This is an optimization exercise on Yosys and OpenROAD, whose aim is small area, a short achievable clock period and few clock cycles per item, not a production implementation.
Only simulation tests tie the RTL to the original design; equivalence was not proved.

Setup of main:
// AuctionSearch
module AuctionSearch(
  input         clock,
  input         reset,
  output        io_rewardIn_0_ready,
  input         io_rewardIn_0_valid,
  input  [7:0]  io_rewardIn_0_reward,
  input  [10:0] io_rewardIn_0_idx,
  input         io_rewardIn_0_last,
  output [10:0] io_agentIdx_0,
  input  [7:0]  io_price_0,
  output        io_rewardIn_1_ready,
  input         io_rewardIn_1_valid,
  input  [7:0]  io_rewardIn_1_reward,
  input  [10:0] io_rewardIn_1_idx,
  output [10:0] io_agentIdx_1,
  input  [7:0]  io_price_1,
  output        io_rewardIn_2_ready,
  input         io_rewardIn_2_valid,
  input  [7:0]  io_rewardIn_2_reward,
  input  [10:0] io_rewardIn_2_idx,
  output [10:0] io_agentIdx_2,
  input  [7:0]  io_price_2,
  output        io_rewardIn_3_ready,
  input         io_rewardIn_3_valid,
  input  [7:0]  io_rewardIn_3_reward,
  input  [10:0] io_rewardIn_3_idx,
  output [10:0] io_agentIdx_3,
  input  [7:0]  io_price_3,
  output        io_rewardIn_4_ready,
  input         io_rewardIn_4_valid,
  input  [7:0]  io_rewardIn_4_reward,
  input  [10:0] io_rewardIn_4_idx,
  output [10:0] io_agentIdx_4,
  input  [7:0]  io_price_4,
  output        io_rewardIn_5_ready,
  input         io_rewardIn_5_valid,
  input  [7:0]  io_rewardIn_5_reward,
  input  [10:0] io_rewardIn_5_idx,
  output [10:0] io_agentIdx_5,
  input  [7:0]  io_price_5,
  output        io_rewardIn_6_ready,
  input         io_rewardIn_6_valid,
  input  [7:0]  io_rewardIn_6_reward,
  input  [10:0] io_rewardIn_6_idx,
  output [10:0] io_agentIdx_6,
  input  [7:0]  io_price_6,
  output        io_rewardIn_7_ready,
  input         io_rewardIn_7_valid,
  input  [7:0]  io_rewardIn_7_reward,
  input  [10:0] io_rewardIn_7_idx,
  output [10:0] io_agentIdx_7,
  input  [7:0]  io_price_7,
  input         io_resultOut_ready,
  output        io_resultOut_valid,
  output [10:0] io_resultOut_winner,
  output [7:0]  io_resultOut_bid
);
For scale: ~2,800 cells after synthesis, ~340 I/O pins, roughly 0.016 mm² of cells after synthesis.
==> flow/config.mk <==
export PLATFORM = sky130hd
export DESIGN_NAME = AuctionSearch
export DESIGN_NICKNAME = AuctionSearch
export VERILOG_FILES = /design/flow/design.v
export SDC_FILE = /design/flow/constraint.sdc
export NUM_CORES = 4
export LEC_CHECK = 0
export CAP_MARGIN = 5
export CORE_MARGIN = 2
export CORE_UTILIZATION = 40
export GPL_TIMING_DRIVEN = 0
export PLACE_DENSITY = 0.6
export SETUP_SLACK_MARGIN = 0.1
export SLEW_MARGIN = 5
export SYNTH_HIERARCHICAL = 1
==> flow/constraint.sdc <==
create_clock -name core_clock -period 4.0 [get_ports {clock}]
set_input_delay 0.8000 -clock core_clock [delete_from_list [all_inputs] [get_ports {clock}]]
set_output_delay 0.8000 -clock core_clock [all_outputs]
set_load 0.01 [all_outputs]
standard.sh (not shown) runs the stock make flow with config.mk's settings and CLKGATE_MAP_FILE= SYNTH_SCRIPT=/design/flow/synth_recipe.tcl, a recipe that flattens the netlist after the stock synthesis.
==> flow/flow/run.sh <==
#!/bin/bash
# The standard layout (standard.sh), with two changes:
# - plain buf_2 buffers on the ports instead of the flow's default choice (a
#   delay cell); every port still gets its own buffer;
# - after synthesis, every combinational cell is set to the smallest drive of
#   its kind (flow/downsize.tcl); the flow's resizing sizes up what timing needs.
# Each tool's full output goes to a log of its own here; ORFS's per-step logs
# are under orfs/logs/.
set -euo pipefail
export BUFFER_PORTS_ARGS="-buffer_cell sky130_fd_sc_hd__buf_2"
bash standard.sh synth > standard_synth.log 2>&1
export SYNTH_ODB=orfs/results/${FLOW_PLATFORM}/AuctionSearch/base/1_synth.odb
openroad -no_init -exit flow/downsize.tcl > downsize.log 2>&1
touch orfs/results/${FLOW_PLATFORM}/AuctionSearch/base/1_synth.sdc
bash standard.sh > standard.log 2>&1
==> flow/flow/downsize.tcl <==
# Set every combinational cell of the synthesized netlist to the smallest
# drive of its kind (same function and footprint); placement's and timing
# repair's resizing then sizes up what the timing needs. Registers, tie cells
# and delay cells are left as synthesis made them.
read_db $::env(SYNTH_ODB)
set db [ord::get_db]
set block [ord::get_db_block]
set swapped 0
set saved 0.0
foreach inst [$block getInsts] {
  set m [$inst getMaster]
  set name [$m getName]
  if {![regexp {^(sky130_fd_sc_hd__([a-z0-9]+))_([0-9]+)$} $name -> base kind n]} { continue }
  if {[regexp {^(df|edf|sdf|dl|conb|tap|fill|decap|clkdly|dlygate|dlymetal|probe|lpflow|ebuf|einv)} $kind]} { continue }
  set best $m
  foreach s {0 1 2} {
    set c [$db findMaster ${base}_$s]
    if {$c ne "NULL" && [$c getWidth] < [$best getWidth]} { set best $c }
  }
  if {$best ne $m} {
    set saved [expr {$saved + ([$m getWidth] - [$best getWidth]) * [$m getHeight] / 1e6}]
    $inst swapMaster $best
    incr swapped
  }
}
puts "downsize: swapped $swapped cells, [format %.1f $saved] um2 less"
write_db $::env(SYNTH_ODB)
main went all the way through the flow, and no timing, DRC or antenna check failed.
Testbench counts of main, summed over its fixed seeds: cycles 31,933, rounds 5,813.
Changes in the feature branch relative to main:
-- flow/config.mk --
<<< main, line 7
export LEC_CHECK = 0
export CAP_MARGIN = 5
export CORE_MARGIN = 2
>>> the feature branch, line 7
export LEC_CHECK = 0
export CAP_MARGIN = 20
export CORE_MARGIN = 2
<<< main, line 13
export SETUP_SLACK_MARGIN = 0.1
export SLEW_MARGIN = 5
export SYNTH_HIERARCHICAL = 1
>>> the feature branch, line 13
export SETUP_SLACK_MARGIN = 0.1
export SLEW_MARGIN = 20
export SYNTH_HIERARCHICAL = 1
[summary]
- The feature branch | status: complete | timing, DRC, antenna: pass
- Number of non-filler instances in the completed layout: the feature branch vs main identical
- Re total of clock buffers placed in the layout: no difference whatsoever between main and the feature branch.
- Reported for main and the feature branch, width of the die turned out identical to the last digit.
- Comparing main against the feature branch, there is no change at all in post-route clock period utilization.

## what the ideal ports hide
No port has a modelled driver above. Below, the same layouts with a new extraction and two added sets of constraints.
Step 1: set_driving_cell puts a clkbuf_16 on clock and a buf_2 on each other input, an assumption about the parent block.
Step 2 also shifts input and output timing later by t, the mid clock arrival at the registers, as if the neighbouring blocks saw the same clock.
Slacks: no drivers / after step 1 / after step 2; pairs: no drivers / after step 1.
run	t, ns	setup slack, ns	hold slack, ns	clock arrival spread, ns	slew at the worst register clock pin (ns)
main	0.510	0.110 / 0.054 / -0.320	0.434 / 0.401 / 0.454	0.013 / 0.013	0.08 / 0.08
the feature branch	0.510	0.110 / 0.054 / -0.320	0.434 / 0.401 / 0.454	0.013 / 0.013	0.08 / 0.08
With both steps, setup timing fails in main and the feature branch, where it was met with ideal ports.
